Background: an optimization exercise with open tools, aiming at small area. Do not read the settings as production practice.
No functional check of the RTL was part of any run shown here.
No run shown here takes its clock network from TritonCTS; it comes from the design's own scripts or RTL.
The clock port is modelled as an ideal driver, which makes a skipped or thinned clock tree look cheaper than it is; a real chip needs a root buffer or a tree.
Power figures rest on the tool's default switching activity, not on a simulated workload.

===== flow/design.v =====
`timescale 1ns / 1ps
module ClockDivider(
    input i_clk,
    input i_reset,
    output o_wrap,
    output o_pre_last
    );
    localparam [13:0] C_RESET = 14'b10010010110000;
    localparam [13:0] C_9899  = 14'b10100001011011;
    localparam [13:0] C_LAST  = 14'b01111111111101;
    reg [13:0] r_lo;
    assign o_wrap     = &{~r_lo[13], r_lo[12], r_lo[11], r_lo[10], r_lo[9], r_lo[8], r_lo[7], r_lo[6], r_lo[5], r_lo[3], r_lo[2], r_lo[0]};
    assign o_pre_last = &{r_lo[13], ~r_lo[12], r_lo[11], ~r_lo[10], ~r_lo[8], ~r_lo[7], r_lo[6], ~r_lo[5], r_lo[4], r_lo[3], ~r_lo[2], r_lo[0]};
    wire w_fb = ~(r_lo[13] ^ r_lo[4] ^ r_lo[10] ^ r_lo[11]) ^ o_wrap;
    always @(posedge i_clk or posedge i_reset) begin
        if (i_reset) r_lo <= C_RESET;
        else         r_lo <= {r_lo[12:0], w_fb};
    end
endmodule
`timescale 1ns / 1ps
module Counter(
    input i_clk,
    input i_reset,
    input i_wrap,
    input i_pre_last,
    output [3:0] o_hi
    );
    reg [3:0] r_hi;
    assign o_hi = r_hi;
    wire w_hi9  = r_hi[3] & r_hi[0];    
    wire w_hi10 = r_hi[3] & r_hi[1];
    always @(posedge i_clk or posedge i_reset) begin
        if (i_reset)
            r_hi <= 4'd0;
        else if (w_hi9 ? i_pre_last : i_wrap)
            r_hi <= w_hi10 ? 4'd0 : r_hi + 4'd1;
    end
endmodule
`timescale 1ns / 1ps
module Comparator(
    input [3:0] i_hi,
    output o_light_1, o_light_2, o_light_3, o_light_4
    );
    assign o_light_1 = (i_hi == 4'd0);
    assign o_light_2 = (i_hi < 4'd4);
    assign o_light_3 = (i_hi < 4'd7);
    assign o_light_4 = ~(i_hi[3] & i_hi[1]);
endmodule
`timescale 1ns / 1ps
module ButtonController(
    input i_clk,
    input i_reset,
    input i_button,
    output o_release
    );
    localparam [19:0] S_0   = 20'b00000001101011001000;
    localparam [19:0] S_END = 20'b00000010110101100100;
    reg r_prevState;
    reg [19:0] r_lfsr;
    wire w_en   = i_button ^ r_prevState;
    wire w_term = &{~r_lfsr[19], ~r_lfsr[18], ~r_lfsr[17], ~r_lfsr[16], ~r_lfsr[15], ~r_lfsr[14], ~r_lfsr[12], r_lfsr[11], r_lfsr[10], ~r_lfsr[9], r_lfsr[8], ~r_lfsr[7], r_lfsr[6], r_lfsr[5], ~r_lfsr[4], ~r_lfsr[3], r_lfsr[2], ~r_lfsr[1], ~r_lfsr[0]};
    wire w_fb   = ~(r_lfsr[19] ^ r_lfsr[2]);
    assign o_release = w_en & w_term & r_prevState;
    always @(posedge i_clk or posedge i_reset) begin
        if (i_reset) begin
            r_prevState <= 1'b0;
            r_lfsr <= S_0;
        end
        else if (w_en) begin
            r_lfsr <= {r_lfsr[18:14], r_lfsr[13] ^ w_term, r_lfsr[12:0], w_fb};
            if (w_term) r_prevState <= ~r_prevState;
        end
    end
endmodule
`timescale 1ns / 1ps
module FSM_Light(
    input i_clk,
    input i_reset,
    input [2:0] i_button,
    output [4:1] o_level
    );
    reg [4:1] r_level;
    assign o_level = r_level;
    wire w_up   = i_button[0];
    wire w_down = i_button[1];
    wire w_hold = ~(i_button[0] | i_button[1] | i_button[2]);
    always @(posedge i_clk or posedge i_reset) begin
        if (i_reset)
            r_level <= 4'b0000;
        else begin
            r_level[1] <= w_up | (w_down & r_level[2]) | (w_hold & r_level[1]);
            r_level[2] <= (w_up & r_level[1]) | (w_down & r_level[3]) | (w_hold & r_level[2]);
            r_level[3] <= (w_up & r_level[2]) | (w_down & r_level[4]) | (w_hold & r_level[3]);
            r_level[4] <= (w_up & r_level[3]) | (w_hold & r_level[4]);
        end
    end
endmodule
`timescale 1ns / 1ps
module MUX(
    input i_clk,
    input i_reset,
    input [4:1] i_x,
    input [4:1] i_level,
    output o_y
    );
    reg r_y;
    assign o_y = r_y;
    always @(posedge i_clk or posedge i_reset) begin
        if (i_reset)
            r_y <= 1'b0;
        else
            r_y <= |(i_level & i_x);
    end
endmodule
`timescale 1ns / 1ps
module FSM_LightStand(
    input i_clk,
    input i_reset,
    input [2:0] i_button,
    output o_pwm_light
    );
    wire w_wrap, w_pre_last;
    ClockDivider clkdiv(
        .i_clk(i_clk),
        .i_reset(i_reset),
        .o_wrap(w_wrap),
        .o_pre_last(w_pre_last)
    );
    wire [3:0] w_hi;
    Counter count(
        .i_clk(i_clk),
        .i_reset(i_reset),
        .i_wrap(w_wrap),
        .i_pre_last(w_pre_last),
        .o_hi(w_hi)
    );
    wire [4:1] w_light;
    Comparator comp(
        .i_hi(w_hi),
        .o_light_1(w_light[1]),
        .o_light_2(w_light[2]),
        .o_light_3(w_light[3]),
        .o_light_4(w_light[4])
    );
    wire [2:0] w_release;
    ButtonController UpBTN(
        .i_clk(i_clk),
        .i_reset(i_reset),
        .i_button(i_button[0]),
        .o_release(w_release[0])
    );
    ButtonController DownBTN(
        .i_clk(i_clk),
        .i_reset(i_reset),
        .i_button(i_button[1]),
        .o_release(w_release[1])
    );
    ButtonController OffBTN(
        .i_clk(i_clk),
        .i_reset(i_reset),
        .i_button(i_button[2]),
        .o_release(w_release[2])
    );
    wire [4:1] w_level;
    FSM_Light fsm_led(
        .i_clk(i_clk),
        .i_reset(i_reset),
        .i_button(w_release),
        .o_level(w_level)
    );
    MUX pwmsel(
        .i_clk(i_clk),
        .i_reset(i_reset),
        .i_x(w_light),
        .i_level(w_level),
        .o_y(o_pwm_light)
    );
endmodule

===== flow/flow/run.sh =====
#!/bin/bash
# The standard synthesis and layout (standard.sh), with these changes
# to how the layout is made:
#  - clock tree: three buf_12, each at the centre of an equal share of
#    the flip-flops, driven by the clock port (flow/pre_cts.tcl replaces
#    clock_tree_synthesis)
#  - after CTS, combinational cells and buffers go down to the smallest
#    drive strength that leaves no slew, cap or timing violation
#    (flow/post_cts.tcl)
#  - port buffers are buf_1; repair aims at the library's own cap and slew
#    limits; core utilization 70%
# ORFS writes each step's full log under orfs/logs/; this script's own
# output goes to flow_run.log.
set -euo pipefail
export FLOW_CLK_BUF=sky130_fd_sc_hd__buf_12
export FLOW_CLK_K=3
bash standard.sh \
  "PRE_CTS_TCL=$PWD/flow/pre_cts.tcl" "POST_CTS_TCL=$PWD/flow/post_cts.tcl" \
  "BUFFER_PORTS_ARGS=-buffer_cell sky130_fd_sc_hd__buf_1" \
  CAP_MARGIN=0 SLEW_MARGIN=0 CORE_UTILIZATION=70 \
  finish > flow_run.log 2>&1

===== flow/flow/post_cts.tcl =====
# After CTS and its timing repair: move each combinational cell and buffer
# to the smallest cell of the same function (same name but for the drive
# strength) that leaves no max-slew or max-capacitance violation and keeps
# setup and hold slack above a margin. Flip-flops and clock buffers keep
# their cells.
proc my_violations { } {
  set bad 0
  if { [sta::max_slew_violation_count] > 0 } { set bad 1 }
  if { [sta::max_capacitance_violation_count] > 0 } { set bad 1 }
  if { [worst_slack -max] < 1.0 } { set bad 1 }
  if { [worst_slack -min] < 0.1 } { set bad 1 }
  return $bad
}

proc my_downsize { } {
  estimate_parasitics -placement
  if { [my_violations] } {
    puts "my_downsize: violations before downsizing; skipped"
    return
  }
  set saved 0.0
  set n 0
  foreach inst [get_cells *] {
    set name [get_full_name $inst]
    set ref [get_property $inst ref_name]
    if { [string match clkbuf_* $name] } { continue }
    if { ![regexp {^(sky130_fd_sc_hd__[a-z0-9]+)_([0-9]+)$} $ref -> base size] } { continue }
    if { [regexp {__(df|sdf|edf|sedf|dl|tap|fill|decap|conb|diode)} $ref] } { continue }
    set cur_area [get_property [get_lib_cells $ref] area]
    set cands {}
    foreach lc [get_lib_cells ${base}_*] {
      set lname [get_name $lc]
      if { ![regexp {^sky130_fd_sc_hd__[a-z0-9]+_[0-9]+$} $lname] } { continue }
      if { [get_property $lc dont_use] } { continue }
      set a [get_property $lc area]
      if { $a < $cur_area - 1e-6 } { lappend cands [list $a $lname] }
    }
    foreach cand [lsort -real -index 0 $cands] {
      lassign $cand a lname
      replace_cell $inst $lname
      if { [my_violations] } {
        replace_cell $inst $ref
      } else {
        puts "my_downsize: $name $ref -> $lname"
        set saved [expr { $saved + $cur_area - $a }]
        incr n
        break
      }
    }
  }
  puts "my_downsize: $n cells, [format %.2f $saved] um2 saved"
}
my_downsize

proc my_clk_pin_slew { buf } {
  set worst 0.0
  set net [get_nets -of_objects [get_pins [get_full_name $buf]/X]]
  foreach pin [get_pins -of_objects $net -filter "direction == input"] {
    foreach p {slew_max_rise slew_max_fall} {
      set s [sta::time_ui_sta [get_property $pin $p]]
      if { $s > $worst } { set worst $s }
    }
  }
  return $worst
}

proc my_downsize_clock { } {
  set limit [expr { $::env(FLOW_CLK_SLEW_PS) * 1e-12 }]
  estimate_parasitics -placement
  foreach buf [get_cells clkbuf_*] {
    set ref [get_property $buf ref_name]
    set s [my_clk_pin_slew $buf]
    puts "my_downsize_clock: [get_full_name $buf] $ref slew [format %.1f [expr { $s * 1e12 }]] ps"
    foreach cand {sky130_fd_sc_hd__clkbuf_4 sky130_fd_sc_hd__clkbuf_8} {
      if { [get_property [get_lib_cells $cand] area] >= [get_property [get_lib_cells $ref] area] } { continue }
      replace_cell $buf $cand
      set s2 [my_clk_pin_slew $buf]
      if { $s2 <= $limit && ![my_violations] } {
        puts "my_downsize_clock: [get_full_name $buf] $ref -> $cand slew [format %.1f [expr { $s2 * 1e12 }]] ps"
        break
      }
      replace_cell $buf $ref
    }
  }
}
if { [info exists ::env(FLOW_CLK_SLEW_PS)] } { my_downsize_clock }

# the cells changed in place; legalize again to be safe
detailed_placement
check_placement -verbose

===== flow/flow/pre_cts.tcl =====
proc clock_tree_synthesis { args } {
  set block [ord::get_db_block]
  set net [$block findNet i_clk]
  set k $::env(FLOW_CLK_K)
  set pins {}
  set xs {}
  set ys {}
  foreach it [$net getITerms] {
    set b [[$it getInst] getBBox]
    lappend pins "[[$it getInst] getName]/[[$it getMTerm] getName]"
    lappend xs [expr { ([$b xMin] + [$b xMax]) / 2.0 }]
    lappend ys [expr { ([$b yMin] + [$b yMax]) / 2.0 }]
  }
  set n [llength $pins]
  # initial centres: sinks spread along the sorted x+y order
  set order [lsort -real -indices [lmap x $xs y $ys { expr { $x + 0.7 * $y } }]]
  set cx {}
  set cy {}
  for { set c 0 } { $c < $k } { incr c } {
    set i [lindex $order [expr { int(($c + 0.5) * $n / $k) }]]
    lappend cx [lindex $xs $i]
    lappend cy [lindex $ys $i]
  }
  # k-means with at most ceil(n/k) sinks per group: each round assigns
  # the sink-group pairs in order of distance, skipping full groups
  set cap [expr { ($n + $k - 1) / $k }]
  for { set iter 0 } { $iter < 30 } { incr iter } {
    set pairs {}
    set i 0
    foreach x $xs y $ys {
      for { set c 0 } { $c < $k } { incr c } {
        lappend pairs [list [expr { abs($x - [lindex $cx $c]) + abs($y - [lindex $cy $c]) }] $i $c]
      }
      incr i
    }
    set assign [lrepeat $n -1]
    set fill [lrepeat $k 0]
    foreach p [lsort -real -index 0 $pairs] {
      lassign $p d i c
      if { [lindex $assign $i] >= 0 || [lindex $fill $c] >= $cap } { continue }
      lset assign $i $c
      lset fill $c [expr { [lindex $fill $c] + 1 }]
    }
    set ncx {}
    set ncy {}
    for { set c 0 } { $c < $k } { incr c } {
      set sx 0.0
      set sy 0.0
      set m 0
      foreach a $assign x $xs y $ys {
        if { $a == $c } {
          set sx [expr { $sx + $x }]
          set sy [expr { $sy + $y }]
          incr m
        }
      }
      if { $m > 0 } {
        lappend ncx [expr { $sx / $m }]
        lappend ncy [expr { $sy / $m }]
      } else {
        lappend ncx [lindex $cx $c]
        lappend ncy [lindex $cy $c]
      }
    }
    set cx $ncx
    set cy $ncy
  }
  for { set c 0 } { $c < $k } { incr c } {
    set loads {}
    foreach a $assign p $pins {
      if { $a == $c } { lappend loads [get_pins $p] }
    }
    if { [llength $loads] == 0 } { continue }
    set x [ord::dbu_to_microns [expr { int([lindex $cx $c]) }]]
    set y [ord::dbu_to_microns [expr { int([lindex $cy $c]) }]]
    puts "clock buffer $c: [llength $loads] sinks at $x $y"
    insert_buffer -buffer_cell $::env(FLOW_CLK_BUF) -net i_clk -load_pins $loads \
      -location [list $x $y] -buffer_name clkbuf_$c -net_name clk_$c
  }
  set_propagated_clock [all_clocks]
}

===== flow/standard.sh =====
#!/bin/bash
# synth_recipe.tcl (not shown) runs the flow's synth.tcl, then flattens the netlist and writes it again
# the make line also repeats each setting of config.mk as NAME=value (left out here)
make -C /OpenROAD-flow-scripts/flow DESIGN_CONFIG=/design/flow/config.mk WORK_HOME=/design/flow/orfs CLKGATE_MAP_FILE= SYNTH_SCRIPT=/design/flow/synth_recipe.tcl "${@:-finish}"

===== flow/config.mk =====
export PLATFORM = sky130hd
export DESIGN_NAME = FSM_LightStand
export DESIGN_NICKNAME = FSM_LightStand
export VERILOG_FILES = /design/flow/design.v
export SDC_FILE = /design/flow/constraint.sdc
export NUM_CORES = 4
export LEC_CHECK = 0
export CAP_MARGIN = 20
export CORE_MARGIN = 2
export CORE_UTILIZATION = 40
export SLEW_MARGIN = 20

===== flow/constraint.sdc =====
create_clock -name core_clock -period 10.0 [get_ports {i_clk}]
set_input_delay 2.0000 -clock core_clock [delete_from_list [all_inputs] [get_ports {i_clk}]]
set_output_delay 2.0000 -clock core_clock [all_outputs]
set_load 0.01 [all_outputs]

==> flow_metrics.py, run 1 <==
metrics = {
    "worst_setup_path": {
        "arrival_ns": 3.53,
        "setup.worst_path.start": "i_button[2]",
        "r2r_cells": 5,
        "r2r_slack_ns": 7.67,
        "crit_type": "input pin to flip-flop",
        "worstSetupEndpointType": "flip-flop",
        "cp-start-kind": "input pin",
        "crit_path_max_fanout": 22,
        "cp-endpoint": "OffBTN.r_lfsr[2]$_DFFE_PP0N_",
        "regToRegEndpoint": "fsm_led.r_level[1]$_DFF_PP0_",
        "cp.required_ns": 10.02,
        "r2r_start": "DownBTN.r_lfsr[4]$_DFFE_PP0N_",
    },
    "clock_network": {
        "clkTransAtPathRegs_ns": 0.10,
        "insertion_delay_ns": 0.14,
    },
    "cells_and_area": {
        "fin_cells": 318,
        "final_core_util_pct": 76.13,
        "drive_above_1_share_pct": 34.66,
        "diodes": 0,
        "fin_area_mm2": 0.003643,
        "fin_nets": 260,
        "area_growth_pct": 3.556,
    },
    "global_routing": {
        "use_met2_pct": 34.60,
        "gr-usage-met1_pct": 27.47,
        "grt_pass1_vias": 1873,
        "grt-ovfl-total": 0,
        "grt_pass1_wl_um": 8638,
        "antenna_found_initial": 0,
        "gr-max-usage-layer": "met2",
        "grt_use_total_pct": 19.46,
        "met3_usage_pct": 1.205,
        "grt_start_max_net_pins": 87,
    },
    "sta": {
        "timing.final.ws_setup_ns": 6.491,
        "setup_viol": 0,
        "period_share_pct": 35.09,
        "fin_tns_setup_ns": 0,
        "grt_setup_unrepaired": "false",
        "drv_slew": 0,
        "max_slew_margin_pct": 31.00,
        "hold_violations": 0,
        "finClkSkew_ns": 0.008368,
        "fin_crit_ns": 3.509,
        "worst_slew_pin_slew_ns": 1.035,
        "holdWs_ns": 0.3683,
        "fmax_mhz": 285.0,
    },
    "yosys": {
        "synthCells": 245,
        "ys_seq_area_share_pct": 61.98,
        "syn_area_per_cell_um2": 14.36,
        "synth_cell_types": 37,
        "yosysTopAreaCellShare_pct": 44.81,
        "yosys_register_bits": 86,
        "syn_nets": 252,
        "synth_largest_area_cell": "dfrtp_1",
        "synth.area.top_cells": "dfrtp_1, mux2_2, dfstp_2",
        "ys_warn_count": 5,
        "netlist_area_mm2": 0.003518,
    },
    "place": {
        "post_dp_cell_area_mm2": 0.003627,
        "routabilityCongestion": 0.7968,
        "dp_hpwl_um": 3575,
        "io_buffer_count": 5,
        "post-place-ws_ns": 6.830,
        "placedCellCount": 315,
    },
    "floorplan": {
        "fp.dieArea_mm2": 0.005609,
        "start_util_pct": 73.52,
        "io_pins": 6,
        "std_cell_rows": 25,
        "fp.dieH_um": 74.90,
        "die_x_um": 74.90,
        "fp.coreArea_mm2": 0.004786,
    },
    "run_status": {
        "status": "no timing/DRC/antenna violations",
    },
    "hold_path": {
        "hold_path_startpoint": "clkdiv.r_lo[1]$_DFF_PP0_",
        "holdCritPathClass": "flip-flop to flip-flop",
    },
    "route": {
        "drtIter0Drc": 104,
        "ant_nets": 0,
        "wirelength_um": 5149,
        "vias": 1877,
        "drc": 0,
        "viasPerCell": 5.903,
        "dr.pass1.iters": 4,
        "wl_per_cell_um": 16.19,
    },
    "pwr": {
        "power_mw": 0.8895,
        "irDropWorstVdd_uv": 163.7,
        "p_per_area_mw_per_mm2": 244.1,
        "leakage_nw": 1.500,
    },
    "job": {
        "cap_viol_max_count": 0,
    },
}
-- layer usage --
metal	part of all wire, %	vias up
met3	1.5	8
met2	50	10
met1	46	964
met5	0	-
met4	1.6	0
li1	-	895
-- worst min-delay path by stage --
stage / endpoint / slack [ns] / cells after the start
after detailed placement: clkdiv.r_lo[2]$_DFF_PP0_ / 0.34 / 0
after floorplan: clkdiv.r_lo[2]$_DFF_PP0_ / 0.33 / 0
after global placement: clkdiv.r_lo[2]$_DFF_PP0_ / 0.34 / 0
after global routing: clkdiv.r_lo[2]$_DFF_PP0_ / 0.38 / 0
final: clkdiv.r_lo[2]$_DFF_PP0_ / 0.37 / 0
-- cell type report, without the clock buffers --
type | count | area (um2)
fillers | 308 | 1142
inverters | 3 | 11.26
multi-input cells | 150 | 1270
flip-flops and latches | 86 | 2181
well taps | 67 | 83.83
repair buffers | 9 | 37.54
-- Yosys cell counts --
master and number:
a221o_2 1, clkbuf_1 5, nand4_1 4, mux2_2 57
nor2b_1 3, ha_1 2, a22o_2 2, nor4_1 3
buf_2 1, nor4b_2 1, dfstp_2 23, nor4bb_1 1
a211oi_1 1, a21o_2 1, nor4_2 1, inv_1 3
o21ai_0 6, and3b_1 1, o2bb2ai_1 1, nor4b_1 6
or4_1 1, nor2_1 9, nand2b_1 2, nor3_1 4
o31ai_1 1, xnor2_1 7, mux2i_1 1, nand2_1 12
nand3b_1 3, xor2_1 6, a221o_1 1, nand4b_1 3
a21oi_1 3, and4bb_2 2, dfrtp_1 63, nor4b_4 1
nand3_1 3
-- registers in the layout (all words and copies together), names as in the netlist --
signal / cells
DownBTN.r_lfsr: 20
DownBTN.r_prevState: 1
OffBTN.r_lfsr: 20
OffBTN.r_prevState: 1
UpBTN.r_lfsr: 20
UpBTN.r_prevState: 1
clkdiv.r_lo: 14
count.r_hi: 4
fsm_led.r_level: 4
pwmsel.r_y: 1
-- worst max-delay path: stages --
cell     delay [ns]
buf_1          0.17
xnor2_1        0.15
buf_1          0.78
mux2_2         0.43
-- layout by cell type (no fill, tap or decap) --
| master | Yosys | layout |
|---|---|---|
| nand4b_1 | 3 | 3 |
| nand4_1 | 4 | 4 |
| o31ai_1 | 1 | 1 |
| nand3_1 | 3 | 3 |
| and3b_1 | 1 | 1 |
| inv_2 | 0 | 1 |
| and4bb_2 | 2 | 2 |
| or4_1 | 1 | 1 |
| o2bb2ai_1 | 1 | 1 |
| a21o_1 | 0 | 1 |
| a22o_1 | 0 | 2 |
| xnor2_1 | 7 | 7 |
| nor4bb_1 | 1 | 1 |
| nand2_1 | 12 | 12 |
| nor2_1 | 9 | 9 |
| nand3b_1 | 3 | 3 |
| buf_4 | 0 | 1 |
| dfrtp_1 | 63 | 63 |
| a221o_1 | 1 | 2 |
| nor4b_1 | 6 | 8 |
| ha_1 | 2 | 2 |
| nor2b_1 | 3 | 3 |
| xor2_1 | 6 | 6 |
| nand2b_1 | 2 | 2 |
| buf_1 | 0 | 8 |
| mux2_2 | 57 | 57 |
| nor3_1 | 4 | 4 |
| o21ai_0 | 6 | 6 |
| inv_1 | 3 | 2 |
| a211oi_1 | 1 | 1 |
| buf_12 | 0 | 3 |
| nor4_1 | 3 | 4 |
| mux2i_1 | 1 | 1 |
| a21oi_1 | 3 | 3 |
| dfstp_2 | 23 | 23 |
-- cell families (layout without fill, tap and decap cells) --
logic type	count (synthesis)	after routing	share of synthesized area, %
AO/OA/AOI/OAI	17	17	3.379
flip-flops	86	86	61.98
multiplexers	58	58	18.53
XOR/XNOR	13	13	3.236
adder cells (fa/ha/maj)	2	2	0.7111
AND/OR/NAND/NOR	60	60	11.17
buffers and inverters	9	15	0.9956
-- report_power, final --
part	leakage, nW	total [mW]	switching, mW	internal [mW]
Clock	0.0282	0.129	0.0800	0.0490
Sequential	1.02	0.584	0.0904	0.494
Combinational	0.448	0.176	0.0621	0.114
==> inputs of run 2 (changes only) <==
--- a/flow/design.v
+++ b/flow/design.v
@@ -5,13 +5,13 @@
     output o_wrap,
     output o_pre_last
     );
-    localparam [13:0] C_RESET = 14'b10010010110000;
-    localparam [13:0] C_9899  = 14'b10100001011011;
-    localparam [13:0] C_LAST  = 14'b01111111111101;
+    localparam [13:0] C_RESET = 14'b01101100010101;
+    localparam [13:0] C_9899  = 14'b10111110011110;
+    localparam [13:0] C_LAST  = 14'b00100010110011;
     reg [13:0] r_lo;
-    assign o_wrap     = &{~r_lo[13], r_lo[12], r_lo[11], r_lo[10], r_lo[9], r_lo[8], r_lo[7], r_lo[6], r_lo[5], r_lo[3], r_lo[2], r_lo[0]};
-    assign o_pre_last = &{r_lo[13], ~r_lo[12], r_lo[11], ~r_lo[10], ~r_lo[8], ~r_lo[7], r_lo[6], ~r_lo[5], r_lo[4], r_lo[3], ~r_lo[2], r_lo[0]};
-    wire w_fb = ~(r_lo[13] ^ r_lo[4] ^ r_lo[10] ^ r_lo[11]) ^ o_wrap;
+    assign o_wrap     = &{~r_lo[13], ~r_lo[12], r_lo[11], ~r_lo[10], ~r_lo[8], r_lo[7], ~r_lo[6], r_lo[5], r_lo[4], ~r_lo[3], r_lo[1], r_lo[0]};
+    assign o_pre_last = &{r_lo[13], ~r_lo[12], r_lo[11], r_lo[10], r_lo[8], r_lo[7], ~r_lo[6], r_lo[4], r_lo[3], r_lo[2], ~r_lo[0]};
+    wire w_fb = ~(r_lo[13] ^ r_lo[0] ^ r_lo[3] ^ r_lo[7]) ^ o_wrap;
     always @(posedge i_clk or posedge i_reset) begin
         if (i_reset) r_lo <= C_RESET;
         else         r_lo <= {r_lo[12:0], w_fb};
@@ -26,14 +26,30 @@
     output [3:0] o_hi
     );
     reg [3:0] r_hi;
+    reg [3:0] w_next;
     assign o_hi = r_hi;
-    wire w_hi9  = r_hi[3] & r_hi[0];    
+    wire w_hi9  = r_hi[3] & r_hi[0] & ~r_hi[1];
     wire w_hi10 = r_hi[3] & r_hi[1];
+    always @(*) begin
+        case (r_hi)
+            4'b0000: w_next = 4'b0001;
+            4'b0001: w_next = 4'b0011;
+            4'b0011: w_next = 4'b0010;
+            4'b0010: w_next = 4'b0110;
+            4'b0110: w_next = 4'b0111;
+            4'b0111: w_next = 4'b0101;
+            4'b0101: w_next = 4'b0100;
+            4'b0100: w_next = 4'b1100;
+            4'b1100: w_next = 4'b1101;
+            4'b1101: w_next = 4'b1111;
+            default: w_next = 4'b0000;
+        endcase
+    end
     always @(posedge i_clk or posedge i_reset) begin
         if (i_reset)
-            r_hi <= 4'd0;
+            r_hi <= 4'b0000;
         else if (w_hi9 ? i_pre_last : i_wrap)
-            r_hi <= w_hi10 ? 4'd0 : r_hi + 4'd1;
+            r_hi <= w_next;
     end
 endmodule
 `timescale 1ns / 1ps
@@ -41,9 +57,9 @@
     input [3:0] i_hi,
     output o_light_1, o_light_2, o_light_3, o_light_4
     );
-    assign o_light_1 = (i_hi == 4'd0);
-    assign o_light_2 = (i_hi < 4'd4);
-    assign o_light_3 = (i_hi < 4'd7);
+    assign o_light_1 = (i_hi == 4'b0000);
+    assign o_light_2 = ~i_hi[3] & ~i_hi[2];
+    assign o_light_3 = ~i_hi[3] & ~(i_hi[2] & ~i_hi[1] & ~i_hi[0]);
     assign o_light_4 = ~(i_hi[3] & i_hi[1]);
 endmodule
 `timescale 1ns / 1ps
==> run 2 against run 1 <==
- still clean
- register-to-register slack improved by 0.12 ns
- core utilization down 0.052 points
- final cell count up 1.3%
- combinational power is 2% lower
- area after synthesis fell by 0.21%
- worst hold slack better by 0.0095 ns
- clock power barely moved
- die area fell by 0.20%
- total power is 0.25% higher
==> flow_metrics.py, run 2 <==
metrics = {
    "yosys": {
        "ys_seq_area_share_pct": 62.19,
        "syn_area_per_cell_um2": 13.99,
        "netlist_area_mm2": 0.003511,
        "synth.area.top_cells": "dfrtp_1, dfstp_2, mux2_2",
        "synthCells": 251,
        "ys_warn_count": 5,
        "synth_largest_area_cell": "dfrtp_1",
        "yosysMostFrequentCell": "dfrtp_1",
        "synth_edf_count": 0,
        "synth.cells.most_frequent": "dfrtp_1, mux2_2, dfstp_2, nand2_1, nor2_1",
        "async_flop_share_pct": 100.0,
        "syn_nets": 257,
        "synth_cell_types": 39,
        "synth_flop_cell": "dfrtp_1",
        "yosys_register_bits": 86,
        "yosysTopAreaCellShare_pct": 43.48,
    },
    "sta": {
        "grt_setup_unrepaired": "false",
        "fin_crit_ns": 3.744,
        "setup_viol": 0,
        "timing.final.ws_setup_ns": 6.256,
        "fmax_mhz": 267.1,
        "drv_slew": 0,
        "fin_tns_setup_ns": 0,
        "worst_slew_pin_slew_ns": 1.122,
        "finClkSkew_ns": 0.01093,
        "period_share_pct": 37.44,
        "max_slew_margin_pct": 24.87,
        "hold_violations": 0,
    },
    "global_routing": {
        "grt_pass1_vias": 2066,
        "grt_use_total_pct": 21.49,
        "antenna_found_initial": 0,
        "grt-ovfl-total": 0,
        "grt_start_max_net_pins": 87,
        "grt_pass1_wl_um": 9549,
    },
    "place": {
        "placedCellCount": 319,
        "post_dp_cell_area_mm2": 0.003613,
        "dp_hpwl_um": 3942,
        "routabilityCongestion": 0.8765,
        "post-place-ws_ns": 6.286,
        "io_buffer_count": 5,
    },
    "floorplan": {
        "std_cell_rows": 25,
        "start_util_pct": 73.36,
        "io_pins": 6,
        "fp.dieArea_mm2": 0.005598,
        "die_x_um": 74.82,
        "fp.dieH_um": 74.82,
        "fp.coreArea_mm2": 0.004786,
    },
    "worst_setup_path": {
        "r2r_start": "OffBTN.r_prevState$_DFFE_PP0P_",
        "crit_type": "input pin to flip-flop",
        "worstSetupEndpointType": "flip-flop",
        "crit_path_max_fanout": 12,
        "r2r_cells": 3,
        "cp.required_ns": 10.03,
        "r2r_slack_ns": 7.79,
        "regToRegEndpoint": "OffBTN.r_lfsr[1]$_DFFE_PP0N_",
        "cp-start-kind": "input pin",
        "arrival_ns": 3.77,
    },
    "pwr": {
        "p_clk_share_pct": 14.7,
        "switching_share_pct": 26.66,
        "power.switching_mw": 0.2378,
        "irDropWorstVdd_uv": 197.2,
        "p_per_area_mw_per_mm2": 244.9,
        "leakage_nw": 1.479,
        "pwr-share-comb_pct": 19.3,
        "seq_power_share_pct": 66.0,
        "p_int_mw": 0.6540,
    },
    "run_status": {
        "status": "no timing/DRC/antenna violations",
    },
    "clock_network": {
        "insertion_delay_ns": 0.14,
        "clkTransAtPathRegs_ns": 0.11,
    },
    "hold_path": {
        "holdPathStages": 0,
        "holdCritPathClass": "flip-flop to flip-flop",
        "hold_path_startpoint": "clkdiv.r_lo[11]$_DFF_PP1_",
        "hold_path_end": "clkdiv.r_lo[12]$_DFF_PP1_",
    },
    "route": {
        "vias": 2003,
        "ant_nets": 0,
        "drtIter0Drc": 154,
        "drc": 0,
        "viasPerCell": 6.220,
        "wirelength_um": 5613,
        "wl_per_cell_um": 17.43,
        "dr.pass1.iters": 4,
    },
    "cells_and_area": {
        "area_growth_pct": 3.706,
        "fin_area_mm2": 0.003641,
        "final_cell_mix": "dfrtp_1, mux2_2, dfstp_2, nand2_1, nor2_1",
        "top_regs": "DownBTN.r_lfsr (20), OffBTN.r_lfsr (20), UpBTN.r_lfsr (20)",
        "drive_above_1_share_pct": 34.51,
        "fin_nets": 263,
        "fin_cells": 322,
        "diodes": 0,
        "final_common_cell": "dfrtp_1",
    },
    "job": {
        "cap_viol_max_count": 0,
    },
}
## run 2: cell count changes after synthesis, sizes merged, moves of 3 or more
cell / previous run / this run
nor2b: 3 / 0
nor4b: 8 / 3
nand2b: 2 / 6
a21oi: 3 / 7
nand4: 4 / 7
## run 2: cell type report, without the clock buffers
| cell class | instances | area [um2] |
|---|---|---|
| multi-input cells | 155 | 1269 |
| inverters | 3 | 11.26 |
| repair buffers | 8 | 33.78 |
| well taps | 67 | 83.83 |
| fillers | 325 | 1145 |
| flip-flops and latches | 86 | 2183 |
## run 2: cells by family (layout without fill, tap and decap cells)
kind of cell	after synthesis	count (layout)	share of synthesized area, %
XOR/XNOR	10	10	2.495
AND/OR/NAND/NOR	63	63	10.91
buffers and inverters	10	14	1.176
multiplexers	58	58	18.57
AO/OA/AOI/OAI	23	23	4.312
adder cells (fa/ha/maj)	1	1	0.3563
flip-flops	86	86	62.19
## run 2: power groups by stage
stage | Clock [mW] | Combinational [mW] | Sequential, mW
final | 0.131 | 0.172 | 0.589
after global routing | 0.143 | 0.190 | 0.610
after detailed placement | 0 | 0.175 | 0.597
after global placement | 0 | 0.160 | 0.580
after floorplan | 0 | 0.149 | 0.561
## run 2: how the worst max path moves through the flow
| stage | from | slack [ns] | to |
|---|---|---|---|
| global placement | i_button[2] | 6.43 | OffBTN.r_lfsr[4]$_DFFE_PP0N_ |
| global route | i_button[2] | 6.05 | OffBTN.r_lfsr[1]$_DFFE_PP0N_ |
| detailed placement | i_button[2] | 6.29 | OffBTN.r_lfsr[1]$_DFFE_PP0N_ |
| finish | i_button[2] | 6.26 | OffBTN.r_lfsr[1]$_DFFE_PP0N_ |
| floorplan | i_reset | 5.82 | DownBTN.r_lfsr[0]$_DFFE_PP0N_ |
## run 2: worst max-delay path: stages
cell,delay (ns)
buf_1,0.11
xnor2_1,0.74
buf_1,0.51
mux2_2,0.42
## run 2: metal layers
metal	track usage (%)	wire length, um	up-vias	part of all wire [%]
li1	-	-	925	-
met1	28.15	2413	1036	43
met2	39.67	2986	32	53
met3	1.205	106	10	1.9
met5	0	0	-	0
met4	4.762	106	0	1.9
## run 2: stage by stage
stage / util (%) / total power [mW] / hold WS (ns)
floorplan: - / 0.7102 / 0.3541
global placement: 75.50 / 0.7400 / 0.3603
detailed placement: 75.50 / 0.7713 / 0.3656
global route: 76.08 / 0.9428 / 0.3839
finish: 76.08 / 0.8918 / 0.3778
==> inputs of run 3 (changes only) <==
--- a/flow/design.v
+++ b/flow/design.v
@@ -5,13 +5,13 @@
     output o_wrap,
     output o_pre_last
     );
-    localparam [13:0] C_RESET = 14'b01101100010101;
-    localparam [13:0] C_9899  = 14'b10111110011110;
-    localparam [13:0] C_LAST  = 14'b00100010110011;
+    localparam [13:0] C_RESET = 14'b01001000100111;
+    localparam [13:0] C_9899  = 14'b00110101111100;
+    localparam [13:0] C_LAST  = 14'b11001010110111;
     reg [13:0] r_lo;
-    assign o_wrap     = &{~r_lo[13], ~r_lo[12], r_lo[11], ~r_lo[10], ~r_lo[8], r_lo[7], ~r_lo[6], r_lo[5], r_lo[4], ~r_lo[3], r_lo[1], r_lo[0]};
-    assign o_pre_last = &{r_lo[13], ~r_lo[12], r_lo[11], r_lo[10], r_lo[8], r_lo[7], ~r_lo[6], r_lo[4], r_lo[3], r_lo[2], ~r_lo[0]};
-    wire w_fb = ~(r_lo[13] ^ r_lo[0] ^ r_lo[3] ^ r_lo[7]) ^ o_wrap;
+    assign o_wrap     = &{r_lo[13], r_lo[12], ~r_lo[11], ~r_lo[10], r_lo[9], ~r_lo[8], r_lo[7], ~r_lo[6], r_lo[5], r_lo[4], ~r_lo[3], r_lo[1]};
+    assign o_pre_last = &{~r_lo[13], ~r_lo[12], r_lo[11], r_lo[10], ~r_lo[9], r_lo[8], ~r_lo[7], r_lo[6], r_lo[5], r_lo[3], r_lo[2], ~r_lo[0]};
+    wire w_fb = ~(r_lo[13] ^ r_lo[0] ^ r_lo[2] ^ r_lo[4]) ^ o_wrap;
     always @(posedge i_clk or posedge i_reset) begin
         if (i_reset) r_lo <= C_RESET;
         else         r_lo <= {r_lo[12:0], w_fb};
@@ -125,7 +125,7 @@
         if (i_reset)
             r_y <= 1'b0;
         else
-            r_y <= |(i_level & i_x);
+            r_y <= i_level[1] & (i_x[1] | (i_level[2] & (i_x[2] | (i_level[3] & (i_x[3] | (i_level[4] & i_x[4]))))));
     end
 endmodule
 `timescale 1ns / 1ps
==> run 3 against run 2 <==
- still clean
- global-route usage down 0.64 points
- register-to-register slack got worse by 0.10 ns
- sequential power hardly changed
- critical path depth unchanged
- sequential share of layout area is 0.12 points lower
- clock skew is essentially flat
- combinational power down 3%
- clock power hardly changed
- die area increased by 0.51%
- first-iteration DRC count shrank 25%
- critical endpoint is now DownBTN.r_lfsr[15]$_DFFE_PP0N_
- highest routed layer unchanged
==> flow_metrics.py, run 3 <==
metrics = {
    "cells_and_area": {
        "fillCellCount": 291,
        "final_common_cell": "dfrtp_1",
        "drive_above_1_share_pct": 34.39,
        "area_growth_pct": 3.297,
        "diodes": 0,
        "top_regs": "DownBTN.r_lfsr (20), OffBTN.r_lfsr (20), UpBTN.r_lfsr (20)",
        "fin_nets": 261,
        "final_cell_mix": "dfrtp_1, mux2_2, dfstp_2, o21ai_0, nand2_1",
    },
    "yosys": {
        "synth.cells.most_frequent": "dfrtp_1, mux2_2, dfstp_2, o21ai_0, nand2_1",
        "ys_seq_area_share_pct": 61.82,
        "ys_warn_count": 5,
        "syn_area_per_cell_um2": 14.12,
        "yosysTopAreaCellShare_pct": 43.96,
        "syn_nets": 256,
        "yosysMostFrequentCell": "dfrtp_1",
        "yosys_register_bits": 86,
        "async_flop_share_pct": 100.0,
        "synthCells": 250,
        "synth_cell_types": 41,
        "synth_edf_count": 0,
        "synth.area.top_cells": "dfrtp_1, dfstp_2, mux2_2",
        "synth_largest_area_cell": "dfrtp_1",
        "netlist_area_mm2": 0.003530,
        "synth_flop_cell": "dfrtp_1",
    },
    "pwr": {
        "seq_power_share_pct": 66.3,
        "p_int_mw": 0.6528,
        "leakage_nw": 1.489,
        "irDropWorstVdd_uv": 184.7,
        "pwr-share-comb_pct": 18.8,
        "power.switching_mw": 0.2344,
        "switching_share_pct": 26.42,
        "p_per_area_mw_per_mm2": 243.3,
        "power_mw": 0.8872,
        "p_clk_share_pct": 14.9,
    },
    "sta": {
        "finClkSkew_ns": 0.01052,
        "drv_slew": 0,
        "fmax_mhz": 287.8,
        "period_share_pct": 34.74,
        "fin_tns_setup_ns": 0,
        "fin_crit_ns": 3.474,
        "max_slew_margin_pct": 23.80,
        "worst_slew_pin_slew_ns": 1.137,
        "setup_viol": 0,
        "grt_setup_unrepaired": "false",
        "hold_violations": 0,
    },
    "worst_setup_path": {
        "cpMostUsedCell": "buf_1",
        "crit_path_max_fanout": 22,
        "cp.required_ns": 10.03,
        "cp-start-kind": "input pin",
        "worstSetupEndpointType": "flip-flop",
        "worstPathCellList": "buf_1 > xor2_1 > buf_1 > mux2_2",
        "critPathMaxStageDelay_ns": 0.79,
        "arrival_ns": 3.50,
        "crit_type": "input pin to flip-flop",
        "slowest_stage": "buf_1",
    },
    "global_routing": {
        "grt_use_total_pct": 20.84,
        "grt_pass1_wl_um": 9356,
        "antenna_found_initial": 0,
        "grt_start_max_net_pins": 87,
        "grt_pass1_vias": 2034,
        "grt-ovfl-total": 0,
    },
    "floorplan": {
        "fp.dieArea_mm2": 0.005627,
        "die_x_um": 75.01,
        "fp.dieH_um": 75.01,
        "start_util_pct": 73.75,
        "io_pins": 6,
        "fp.coreArea_mm2": 0.004786,
        "std_cell_rows": 25,
    },
    "place": {
        "routabilityCongestion": 0.7749,
        "dp_hpwl_um": 3635,
        "io_buffer_count": 5,
    },
    "route": {
        "wirelength_um": 5317,
        "wl_per_cell_um": 16.62,
        "ant_nets": 0,
        "vias": 1929,
        "drtIter0Drc": 116,
        "dr.pass1.iters": 4,
        "viasPerCell": 6.028,
        "drc": 0,
    },
    "clock_network": {
        "clkTransAtPathRegs_ns": 0.10,
        "insertion_delay_ns": 0.14,
    },
    "job": {
        "cap_viol_max_count": 0,
    },
    "hold_path": {
        "holdCritPathClass": "flip-flop to flip-flop",
    },
    "run_status": {
        "status": "no timing/DRC/antenna violations",
    },
}
[run 3: cell types whose count changed after synthesis, moves of 3 or more]
cell | previous run | this run
buf_2 | 0 | 3
inv_1 | 3 | 6
nand2b_1 | 6 | 1
nand3_1 | 4 | 1
nor3_1 | 5 | 2
o21ai_0 | 7 | 11
xnor2_1 | 5 | 9
[run 3: power groups by stage]
stage               clock, mW  sequential [mW]  combinational [mW]
floorplan                   0            0.564               0.147
global placement            0            0.585               0.157
detailed placement          0            0.597               0.170
global route            0.145            0.610               0.186
finish                  0.132            0.588               0.167
[run 3: worst paths after layout]
| check | start | endpoint | slack (ns) | cells after the start |
|---|---|---|---|---|
| worst max-delay path | i_button[1] | DownBTN.r_lfsr[15]$_DFFE_PP0N_ | 6.53 | 4 |
| worst min-delay path | clkdiv.r_lo[1]$_DFF_PP1_ | clkdiv.r_lo[2]$_DFF_PP1_ | 0.38 | 0 |
| worst max register to register | DownBTN.r_lfsr[19]$_DFFE_PP0N_ | fsm_led.r_level[1]$_DFF_PP0_ | 7.69 | 5 |
| worst min register to register | clkdiv.r_lo[1]$_DFF_PP1_ | clkdiv.r_lo[2]$_DFF_PP1_ | 0.38 | 0 |
| max in group asynchronous | i_reset | pwmsel.r_y$_DFF_PP0_ | 7.23 | 3 |
| min in group asynchronous | i_reset | DownBTN.r_lfsr[16]$_DFFE_PP0N_ | 2.13 | 3 |
[run 3: final cells by class, without the clock buffers]
| class | count | area, um2 | share of cell area (%) |
|---|---|---|---|
| timing repair buffer | 7 | 30.03 | 0.8236 |
| sequential | 86 | 2182 | 59.85 |
| tap | 67 | 83.83 | 2.299 |
| multi-input combinational | 151 | 1267 | 34.76 |
| inverter | 6 | 22.52 | 0.6177 |
[run 3: critical path: cells and delay by family]
family                 cells  cell delay (ns)
XOR/XNOR                   1             0.15
buffers and inverters      2             0.93
multiplexers               1             0.42
[run 3: cell families (layout without fill, tap and decap cells)]
family                     Yosys count  in the layout  share of synthesized area [%]
muxes                               57             57                          18.15
and+or+nand+nor                     53             53                          10.10
DFF                                 86             86                          61.82
xor gates and xnor gates            13             13                          3.226
adders and majority gates            1              1                         0.3544
buffers and inverters               13             16                          1.489
AOI/OAI and AO/OA                   27             27                          4.857
[run 3: metrics by stage]
stage / hold WS (ns) / utilization, % / area (um2) / setup WS (ns) / cells
6_report: 0.3808 / 76.18 / 3646 / 6.526 / 320
5_1_grt: 0.3870 / 76.18 / 3646 / 6.428 / 320
3_5_place_dp: 0.3619 / 75.90 / 3632 / 6.454 / 317
3_3_place_gp: 0.3668 / 75.90 / 3632 / 6.556 / 317
2_1_floorplan: 0.3541 / - / 3530 / 5.818 / 250
[run 3: metal layers]
metal  vias up  GRT usage, %  share of wire, %
li1        917             -                 -
met1       980         29.34                47
met2        25         36.94                49
met3         7         1.205               2.4
met4         0         3.373               1.7
met5         -             0                 0
==> inputs of run 4 (changes only) <==
--- a/flow/design.v
+++ b/flow/design.v
@@ -5,13 +5,13 @@
     output o_wrap,
     output o_pre_last
     );
-    localparam [13:0] C_RESET = 14'b01001000100111;
-    localparam [13:0] C_9899  = 14'b00110101111100;
-    localparam [13:0] C_LAST  = 14'b11001010110111;
+    localparam [13:0] C_RESET = 14'b10001100100100;
+    localparam [13:0] C_9899  = 14'b10101110101011;
+    localparam [13:0] C_LAST  = 14'b11100011001101;
     reg [13:0] r_lo;
-    assign o_wrap     = &{r_lo[13], r_lo[12], ~r_lo[11], ~r_lo[10], r_lo[9], ~r_lo[8], r_lo[7], ~r_lo[6], r_lo[5], r_lo[4], ~r_lo[3], r_lo[1]};
-    assign o_pre_last = &{~r_lo[13], ~r_lo[12], r_lo[11], r_lo[10], ~r_lo[9], r_lo[8], ~r_lo[7], r_lo[6], r_lo[5], r_lo[3], r_lo[2], ~r_lo[0]};
-    wire w_fb = ~(r_lo[13] ^ r_lo[0] ^ r_lo[2] ^ r_lo[4]) ^ o_wrap;
+    assign o_wrap     = &{r_lo[12], r_lo[11], ~r_lo[10], ~r_lo[9], ~r_lo[8], r_lo[6], ~r_lo[5], ~r_lo[4], r_lo[3], r_lo[2], ~r_lo[1], r_lo[0]};
+    assign o_pre_last = &{r_lo[13], ~r_lo[12], r_lo[11], ~r_lo[10], r_lo[9], r_lo[8], r_lo[7], ~r_lo[6], r_lo[5], ~r_lo[4], r_lo[3], r_lo[0]};
+    wire w_fb = ~(r_lo[13] ^ r_lo[4] ^ r_lo[5] ^ r_lo[8]) ^ o_wrap;
     always @(posedge i_clk or posedge i_reset) begin
         if (i_reset) r_lo <= C_RESET;
         else         r_lo <= {r_lo[12:0], w_fb};
@@ -23,44 +23,39 @@
     input i_reset,
     input i_wrap,
     input i_pre_last,
-    output [3:0] o_hi
+    output [3:0] o_hi,
+    output o_last
     );
     reg [3:0] r_hi;
-    reg [3:0] w_next;
+    reg r_last;
     assign o_hi = r_hi;
-    wire w_hi9  = r_hi[3] & r_hi[0] & ~r_hi[1];
-    wire w_hi10 = r_hi[3] & r_hi[1];
-    always @(*) begin
-        case (r_hi)
-            4'b0000: w_next = 4'b0001;
-            4'b0001: w_next = 4'b0011;
-            4'b0011: w_next = 4'b0010;
-            4'b0010: w_next = 4'b0110;
-            4'b0110: w_next = 4'b0111;
-            4'b0111: w_next = 4'b0101;
-            4'b0101: w_next = 4'b0100;
-            4'b0100: w_next = 4'b1100;
-            4'b1100: w_next = 4'b1101;
-            4'b1101: w_next = 4'b1111;
-            default: w_next = 4'b0000;
-        endcase
-    end
+    assign o_last = r_last;
+    wire w_hi9 = r_hi[3] & r_hi[0];
     always @(posedge i_clk or posedge i_reset) begin
-        if (i_reset)
-            r_hi <= 4'b0000;
-        else if (w_hi9 ? i_pre_last : i_wrap)
-            r_hi <= w_next;
+        if (i_reset) begin
+            r_hi <= 4'd0;
+            r_last <= 1'b0;
+        end
+        else begin
+            if (i_wrap)
+                r_hi <= w_hi9 ? 4'd0 : r_hi + 4'd1;
+            if (i_wrap)
+                r_last <= 1'b0;
+            else if (i_pre_last & w_hi9)
+                r_last <= 1'b1;
+        end
     end
 endmodule
 `timescale 1ns / 1ps
 module Comparator(
     input [3:0] i_hi,
+    input i_last,
     output o_light_1, o_light_2, o_light_3, o_light_4
     );
-    assign o_light_1 = (i_hi == 4'b0000);
-    assign o_light_2 = ~i_hi[3] & ~i_hi[2];
-    assign o_light_3 = ~i_hi[3] & ~(i_hi[2] & ~i_hi[1] & ~i_hi[0]);
-    assign o_light_4 = ~(i_hi[3] & i_hi[1]);
+    assign o_light_1 = (i_hi == 4'd0);
+    assign o_light_2 = (i_hi < 4'd4);
+    assign o_light_3 = (i_hi < 4'd7);
+    assign o_light_4 = ~i_last;
 endmodule
 `timescale 1ns / 1ps
 module ButtonController(
@@ -125,7 +120,7 @@
         if (i_reset)
             r_y <= 1'b0;
         else
-            r_y <= i_level[1] & (i_x[1] | (i_level[2] & (i_x[2] | (i_level[3] & (i_x[3] | (i_level[4] & i_x[4]))))));
+            r_y <= |(i_level & i_x);
     end
 endmodule
 `timescale 1ns / 1ps
@@ -143,16 +138,19 @@
         .o_pre_last(w_pre_last)
     );
     wire [3:0] w_hi;
+    wire w_last;
     Counter count(
         .i_clk(i_clk),
         .i_reset(i_reset),
         .i_wrap(w_wrap),
         .i_pre_last(w_pre_last),
-        .o_hi(w_hi)
+        .o_hi(w_hi),
+        .o_last(w_last)
     );
     wire [4:1] w_light;
     Comparator comp(
         .i_hi(w_hi),
+        .i_last(w_last),
         .o_light_1(w_light[1]),
         .o_light_2(w_light[2]),
         .o_light_3(w_light[3]),
==> run 4 against run 3 <==
- still clean on timing, DRC and antenna
- combinational power up 3%
- via count decreased by 3.3%
- fmax fell by 7.2%
- final area is essentially flat
- core utilization down 0.052 points
- flip-flop and latch count rose by 1
- sequential share of layout area is 0.69 points higher
- critical path type unchanged
- highest routed layer unchanged
==> flow_metrics.py, run 4 <==
metrics = {
    "worst_setup_path": {
        "cp-start-kind": "input pin",
        "crit_path_max_fanout": 12,
        "critPathMaxStageDelay_ns": 0.71,
        "worstSetupEndpointType": "flip-flop",
        "cp.required_ns": 10.02,
        "slowest_stage": "xnor2_1",
        "cp_top_family": "XOR/XNOR gates",
        "r2r_start": "DownBTN.r_lfsr[1]$_DFFE_PP0N_",
        "arrival_ns": 3.77,
        "crit_type": "input pin to flip-flop",
        "worstPathCellList": "buf_1 > xnor2_1 > buf_1 > mux2_2",
        "cpMostUsedCell": "buf_1",
        "path_buf_inv": 2,
        "setup.worst_path.start": "i_button[0]",
    },
    "global_routing": {
        "grt-ovfl-total": 0,
        "grt_pass1_wl_um": 8811,
        "grt_use_total_pct": 19.76,
        "grt_pass1_vias": 1943,
        "antenna_found_initial": 0,
        "grt_start_max_net_pins": 88,
    },
    "yosys": {
        "synth_flop_cell": "dfrtp_1",
        "syn_area_per_cell_um2": 14.26,
        "yosys_register_bits": 87,
        "synth_cell_types": 32,
        "synthCells": 247,
        "ys_seq_area_share_pct": 62.63,
        "syn_nets": 254,
        "synth_largest_area_cell": "dfrtp_1",
        "synth_edf_count": 0,
        "ys_warn_count": 5,
        "yosysTopAreaCellShare_pct": 45.47,
        "synth.area.top_cells": "dfrtp_1, mux2_2, dfstp_2",
        "yosysMostFrequentCell": "dfrtp_1",
        "netlist_area_mm2": 0.003522,
        "synth.cells.most_frequent": "dfrtp_1, mux2_2, dfstp_2, nor2_1, nand2_1",
        "async_flop_share_pct": 100.0,
    },
    "cells_and_area": {
        "final_cell_mix": "dfrtp_1, mux2_2, dfstp_2, nor2_1, nand2_1",
        "final_core_util_pct": 76.13,
        "drive_above_1_share_pct": 34.13,
        "register_area_mm2": 0.002206,
        "fillCellCount": 308,
        "fin_nets": 261,
        "fin_area_mm2": 0.003643,
        "top_regs": "DownBTN.r_lfsr (20), OffBTN.r_lfsr (20), UpBTN.r_lfsr (20)",
        "multi_input_comb_area_mm2": 0.001234,
        "final_common_cell": "dfrtp_1",
        "diodes": 0,
        "area_growth_pct": 3.446,
        "fin_cells": 319,
    },
    "floorplan": {
        "fp.coreArea_mm2": 0.004786,
        "fp.dieH_um": 74.94,
        "die_x_um": 74.94,
        "fp.dieArea_mm2": 0.005615,
        "io_pins": 6,
        "start_util_pct": 73.59,
        "std_cell_rows": 25,
    },
    "pwr": {
        "p_per_area_mw_per_mm2": 244.7,
        "leakage_nw": 1.487,
        "power_mw": 0.8914,
        "irDropWorstVdd_uv": 229.1,
    },
    "place": {
        "dp_hpwl_um": 3615,
        "io_buffer_count": 5,
        "routabilityCongestion": 0.7710,
        "post-place-ws_ns": 6.324,
        "placedCellCount": 316,
        "post_dp_cell_area_mm2": 0.003628,
    },
    "route": {
        "wirelength_um": 5170,
        "wl_per_cell_um": 16.21,
        "drc": 0,
        "vias": 1866,
        "ant_nets": 0,
        "drtIter0Drc": 65,
        "dr.pass1.iters": 4,
        "viasPerCell": 5.850,
    },
    "clock_network": {
        "insertion_delay_ns": 0.14,
        "clkTransAtPathRegs_ns": 0.10,
    },
    "sta": {
        "hold_violations": 0,
        "grt_setup_unrepaired": "false",
        "fin_tns_setup_ns": 0,
        "timing.final.ws_setup_ns": 6.254,
        "finClkSkew_ns": 0.01099,
        "period_share_pct": 37.46,
        "setup_viol": 0,
        "holdWs_ns": 0.3890,
        "drv_slew": 0,
        "max_slew_margin_pct": 27.21,
        "worst_slew_pin_slew_ns": 1.082,
        "fin_crit_ns": 3.746,
        "fmax_mhz": 267.0,
    },
    "hold_path": {
        "holdCritPathClass": "flip-flop to flip-flop",
        "hold_path_startpoint": "clkdiv.r_lo[11]$_DFF_PP0_",
    },
    "run_status": {
        "status": "no timing/DRC/antenna violations",
    },
    "job": {
        "cap_viol_max_count": 0,
    },
}
[run 4: cells by family after synthesis]
kind of cell	count (synthesis)	synth area share (%)
flip-flops	87	62.63
AO/OA/AOI/OAI	17	3.127
multiplexers	58	18.54
adder cells (fa/ha/maj)	2	0.7104
AND/OR/NAND/NOR	56	10.12
XOR/XNOR	14	3.481
buffers and inverters	13	1.386
[run 4: per-layer routing]
metal | wire (um) | GRT usage [%]
met5 | 0 | 0
met4 | 48 | 1.984
met3 | 101 | 2.008
met2 | 2717 | 36.74
met1 | 2301 | 26.18
[run 4: layout make-up, without the clock buffers]
cell class                 instances  area share (%)
multi-input combinational        147           33.86
inverter                           6          0.6181
tap                               67           2.301
timing repair buffer               9           1.030
sequential                        87           60.54
[run 4: path summary, 6_finish.rpt]
check	end	slack (ns)	depth (start not counted)
min reg2reg	clkdiv.r_lo[12]$_DFF_PP0_	0.39	0
max	UpBTN.r_lfsr[17]$_DFFE_PP0N_	6.25	4
min in group asynchronous	DownBTN.r_prevState$_DFFE_PP0P_	2.14	3
max in group asynchronous	OffBTN.r_lfsr[10]$_DFFE_PP0N_	7.22	3
min	clkdiv.r_lo[12]$_DFF_PP0_	0.39	0
max reg2reg	fsm_led.r_level[3]$_DFF_PP0_	7.55	5
[run 4: where the power goes]
| group | total, mW | internal (mW) | switching (mW) |
|---|---|---|---|
| logic | 0.172 | 0.111 | 0.0608 |
| clock network | 0.128 | 0.0490 | 0.0792 |
| registers | 0.591 | 0.498 | 0.0934 |
==> inputs of run 5 (changes only) <==
--- a/flow/design.v
+++ b/flow/design.v
@@ -5,13 +5,13 @@
     output o_wrap,
     output o_pre_last
     );
-    localparam [13:0] C_RESET = 14'b10001100100100;
-    localparam [13:0] C_9899  = 14'b10101110101011;
-    localparam [13:0] C_LAST  = 14'b11100011001101;
+    localparam [13:0] C_RESET = 14'b10010010110000;
+    localparam [13:0] C_9899  = 14'b10100001011011;
+    localparam [13:0] C_LAST  = 14'b01111111111101;
     reg [13:0] r_lo;
-    assign o_wrap     = &{r_lo[12], r_lo[11], ~r_lo[10], ~r_lo[9], ~r_lo[8], r_lo[6], ~r_lo[5], ~r_lo[4], r_lo[3], r_lo[2], ~r_lo[1], r_lo[0]};
-    assign o_pre_last = &{r_lo[13], ~r_lo[12], r_lo[11], ~r_lo[10], r_lo[9], r_lo[8], r_lo[7], ~r_lo[6], r_lo[5], ~r_lo[4], r_lo[3], r_lo[0]};
-    wire w_fb = ~(r_lo[13] ^ r_lo[4] ^ r_lo[5] ^ r_lo[8]) ^ o_wrap;
+    assign o_wrap     = &{~r_lo[13], r_lo[12], r_lo[11], r_lo[10], r_lo[9], r_lo[8], r_lo[7], r_lo[6], r_lo[5], r_lo[3], r_lo[2], r_lo[0]};
+    assign o_pre_last = &{r_lo[13], ~r_lo[12], r_lo[11], ~r_lo[10], ~r_lo[8], ~r_lo[7], r_lo[6], ~r_lo[5], r_lo[4], r_lo[3], ~r_lo[2], r_lo[0]};
+    wire w_fb = ~(r_lo[13] ^ r_lo[4] ^ r_lo[10] ^ r_lo[11]) ^ o_wrap;
     always @(posedge i_clk or posedge i_reset) begin
         if (i_reset) r_lo <= C_RESET;
         else         r_lo <= {r_lo[12:0], w_fb};
@@ -64,13 +64,13 @@
     input i_button,
     output o_release
     );
-    localparam [19:0] S_0   = 20'b00000001101011001000;
-    localparam [19:0] S_END = 20'b00000010110101100100;
+    localparam [19:0] S_0   = 20'b01101011001000111000;
+    localparam [19:0] S_END = 20'b10110101100100011100;
     reg r_prevState;
     reg [19:0] r_lfsr;
     wire w_en   = i_button ^ r_prevState;
-    wire w_term = &{~r_lfsr[19], ~r_lfsr[18], ~r_lfsr[17], ~r_lfsr[16], ~r_lfsr[15], ~r_lfsr[14], ~r_lfsr[12], r_lfsr[11], r_lfsr[10], ~r_lfsr[9], r_lfsr[8], ~r_lfsr[7], r_lfsr[6], r_lfsr[5], ~r_lfsr[4], ~r_lfsr[3], r_lfsr[2], ~r_lfsr[1], ~r_lfsr[0]};
-    wire w_fb   = ~(r_lfsr[19] ^ r_lfsr[2]);
+    wire w_term = &{r_lfsr[19], ~r_lfsr[18], r_lfsr[17], r_lfsr[16], ~r_lfsr[15], r_lfsr[14], ~r_lfsr[13], r_lfsr[12], r_lfsr[11], ~r_lfsr[10], ~r_lfsr[9], r_lfsr[8], ~r_lfsr[7], ~r_lfsr[6], ~r_lfsr[5], r_lfsr[4], r_lfsr[3], r_lfsr[2], ~r_lfsr[1]};
+    wire w_fb   = ~(r_lfsr[19] ^ r_lfsr[2]) ^ w_term;
     assign o_release = w_en & w_term & r_prevState;
     always @(posedge i_clk or posedge i_reset) begin
         if (i_reset) begin
@@ -78,7 +78,7 @@
             r_lfsr <= S_0;
         end
         else if (w_en) begin
-            r_lfsr <= {r_lfsr[18:14], r_lfsr[13] ^ w_term, r_lfsr[12:0], w_fb};
+            r_lfsr <= {r_lfsr[18:0], w_fb};
             if (w_term) r_prevState <= ~r_prevState;
         end
     end
==> run 5 against run 4 <==
- still clean on timing, DRC and antenna
- critical path depth did not move
- sequential power is 2% higher
- sequential share of layout area up 0.29 points
- die area rose by 0.47%
- global-route usage rose by 0.61 points
- final cell count decreased by 3.4%
- worst hold slack lost 0.021 ns
- area after synthesis grew 0.50%
- routed wire length grew 2.7%
- register-to-register slack got worse by 0.06 ns
==> flow_metrics.py, run 5 <==
metrics = {
    "worst_setup_path": {
        "cpMostUsedCell": "buf_1",
        "critPathMaxStageDelay_ns": 0.85,
        "r2r_slack_ns": 7.49,
        "regToRegEndpoint": "fsm_led.r_level[2]$_DFF_PP0_",
        "crit_type": "input pin to flip-flop",
        "crit_path_max_fanout": 11,
        "cp-start-kind": "input pin",
        "worstPathCellList": "buf_1 > xnor2_1 > buf_1 > mux2_2",
        "worstSetupEndpointType": "flip-flop",
        "arrival_ns": 3.88,
        "cp.required_ns": 10.03,
        "slowest_stage": "xnor2_1",
        "r2r_start": "DownBTN.r_lfsr[1]$_DFFE_PP0N_",
        "r2r_cells": 5,
    },
    "route": {
        "drc": 0,
        "dr.pass1.iters": 4,
        "wirelength_um": 5312,
        "drtIter0Drc": 132,
        "viasPerCell": 6.003,
        "ant_nets": 0,
        "wl_per_cell_um": 17.25,
        "vias": 1849,
    },
    "yosys": {
        "synthAdderAreaFrac_pct": 0.7070,
        "synth.cells.most_frequent": "mux2_2, dfrtp_1, dfstp_2, inv_1, nand4_1",
        "yosysTopAreaCellShare_pct": 38.88,
        "synth_compound_area_share_pct": 3.782,
        "synth_edf_count": 0,
        "ys_seq_area_share_pct": 62.64,
        "synth.area.top_cells": "dfrtp_1, dfstp_2, mux2_2",
        "yosysMostFrequentCell": "mux2_2",
        "synth_top_family_by_area": "multiplexers",
        "synth_cell_types": 39,
        "syn_nets": 242,
        "async_flop_share_pct": 100.0,
        "ys_warn_count": 5,
        "synthMuxAreaShare_pct": 19.41,
        "syn_area_per_cell_um2": 15.06,
        "synthCells": 235,
        "synth_flop_cell": "dfrtp_1",
        "synth_xor_area_share_pct": 2.722,
        "yosys_register_bits": 87,
        "synth_largest_area_cell": "dfrtp_1",
        "netlist_area_mm2": 0.003540,
        "synth-simple-area-share_pct": 9.261,
    },
    "cells_and_area": {
        "fin_nets": 250,
        "multi_input_comb_area_mm2": 0.001216,
        "register_area_mm2": 0.002217,
        "drive_above_1_share_pct": 40.66,
        "diodes": 0,
        "final_core_util_pct": 76.16,
        "top_regs": "DownBTN.r_lfsr (20), OffBTN.r_lfsr (20), UpBTN.r_lfsr (20)",
        "area_growth_pct": 2.969,
        "final_cell_mix": "mux2_2, dfrtp_1, dfstp_2, nand4_1, buf_1",
        "fillCellCount": 298,
        "final_common_cell": "mux2_2",
    },
    "floorplan": {
        "die_x_um": 75.11,
        "fp.dieArea_mm2": 0.005642,
        "start_util_pct": 73.96,
        "fp.dieH_um": 75.11,
        "std_cell_rows": 25,
        "fp.coreArea_mm2": 0.004786,
        "io_pins": 6,
    },
    "global_routing": {
        "grt_start_max_net_pins": 88,
        "grt_pass1_wl_um": 9211,
        "antenna_found_initial": 0,
        "grt_use_total_pct": 20.37,
        "grt-ovfl-total": 0,
        "grt_pass1_vias": 1993,
    },
    "sta": {
        "hold_violations": 0,
        "fmax_mhz": 260.1,
        "worst_slew_pin_slew_ns": 1.156,
        "finClkSkew_ns": 0.01822,
        "grt_setup_unrepaired": "false",
        "fin_tns_setup_ns": 0,
        "drv_slew": 0,
        "holdWs_ns": 0.3685,
        "setup_viol": 0,
        "fin_crit_ns": 3.845,
        "max_slew_margin_pct": 21.84,
        "period_share_pct": 38.45,
    },
    "pwr": {
        "irDropWorstVdd_uv": 203.0,
        "pwr-share-comb_pct": 18.8,
        "p_int_mw": 0.6732,
        "p_clk_share_pct": 14.6,
        "seq_power_share_pct": 66.6,
        "leakage_nw": 1.500,
        "power.switching_mw": 0.2341,
        "p_per_area_mw_per_mm2": 249.0,
        "switching_share_pct": 25.80,
    },
    "clock_network": {
        "insertion_delay_ns": 0.15,
        "clkTransAtPathRegs_ns": 0.12,
    },
    "place": {
        "routabilityCongestion": 0.7612,
        "io_buffer_count": 5,
        "dp_hpwl_um": 3673,
    },
    "hold_path": {
        "holdCritPathClass": "flip-flop to flip-flop",
        "holdPathStages": 0,
        "hold_path_end": "clkdiv.r_lo[2]$_DFF_PP0_",
        "hold_path_startpoint": "clkdiv.r_lo[1]$_DFF_PP0_",
    },
    "job": {
        "cap_viol_max_count": 0,
    },
    "run_status": {
        "status": "no timing/DRC/antenna violations",
    },
}
[run 5: layout make-up, without the clock buffers]
class                   count  share of cell area, %
repair buffers              9                  1.030
inverters                   8                 0.8239
flip-flops and latches     87                  60.83
well taps                  67                  2.300
multi-input cells         134                  33.37
[run 5: how the worst max path moves through the flow]
stage | start | end | depth (start not counted)
2_1_floorplan | i_reset | DownBTN.r_lfsr[0]$_DFFE_PP0N_ | 1
3_3_place_gp | i_button[1] | DownBTN.r_lfsr[2]$_DFFE_PP0N_ | 4
3_5_place_dp | i_button[1] | DownBTN.r_lfsr[19]$_DFFE_PP0N_ | 4
5_1_grt | i_button[1] | DownBTN.r_lfsr[6]$_DFFE_PP0N_ | 4
6_report | i_button[1] | DownBTN.r_lfsr[19]$_DFFE_PP0N_ | 4
[run 5: power groups by stage]
stage	Clock [mW]	Combinational, mW	Sequential (mW)
floorplan	0	0.151	0.580
detailed placement	0	0.175	0.616
global route	0.147	0.187	0.626
global placement	0	0.161	0.602
finish	0.133	0.171	0.604
[run 5: layer usage]
| metal | vias up | part of all wire, % | track usage (%) |
|---|---|---|---|
| met1 | 943 | 45 | 28.40 |
| met5 | - | 0 | 0 |
| met4 | 0 | 1.6 | 3.373 |
| met2 | 22 | 51 | 36.06 |
| met3 | 13 | 1.9 | 1.473 |
| li1 | 871 | - | - |
[run 5: stage by stage]
| step | setup WS, ns | area (um2) | total power [mW] | cells |
|---|---|---|---|---|
| finish | 6.155 | 3645 | 0.9074 | 308 |
| floorplan | 5.803 | 3540 | 0.7317 | 235 |
| global route | 6.063 | 3645 | 0.9600 | 308 |
| detailed placement | 6.232 | 3650 | 0.7905 | 305 |
| global placement | 6.323 | 3650 | 0.7631 | 305 |
[run 5: cells by family after synthesis]
| logic type | count (synthesis) |
|---|---|
| AND/OR/NAND/NOR | 43 |
| flip-flops | 87 |
| multiplexers | 61 |
| XOR/XNOR | 11 |
| buffers and inverters | 14 |
| AO/OA/AOI/OAI | 17 |
| adder cells (fa/ha/maj) | 2 |
[run 5: critical path, delay by kind of cell]
kind / cells / cell delay (ns)
multiplexers: 1 / 0.40
XOR/XNOR: 1 / 0.85
buffers and inverters: 2 / 0.63

## re-timing with driven ports
No port has a modelled driver above. Below, the same layouts with a new extraction and two added sets of constraints. Step 1 sets driving cells, clkbuf_16 on the clock port and buf_2 on the other inputs (assumed; they add their load-dependent delay and slew). Step 2, shift: input delay + t, output delay - t, t = (earliest + latest rising clock arrival at the registers) / 2. This alone moves slack from input paths to output paths. Slacks: ideal ports / drivers / drivers and shift; pairs: ideal ports / drivers.
run | shift t [ns] | setup slack, ns | worst hold slack (ns) | clock arrival spread, ns
run 1 | 0.200 | 6.491 / 6.535 / 6.335 | 0.368 / 0.368 / 0.368 | 0.008 / 0.008
run 2 | 0.198 | 6.256 / 6.293 / 6.095 | 0.378 / 0.378 / 0.378 | 0.011 / 0.010
run 3 | 0.207 | 6.526 / 6.571 / 6.364 | 0.381 / 0.381 / 0.381 | 0.011 / 0.012
run 4 | 0.200 | 6.254 / 6.300 / 6.101 | 0.389 / 0.389 / 0.389 | 0.011 / 0.011
run 5 | 0.203 | 6.155 / 6.199 / 5.996 | 0.369 / 0.369 / 0.369 | 0.018 / 0.018
After both steps every run listed still meets setup and hold. The setup slack of run 3, which loses most, moves by +0.045 ns with the drivers and by -0.162 ns with both steps.
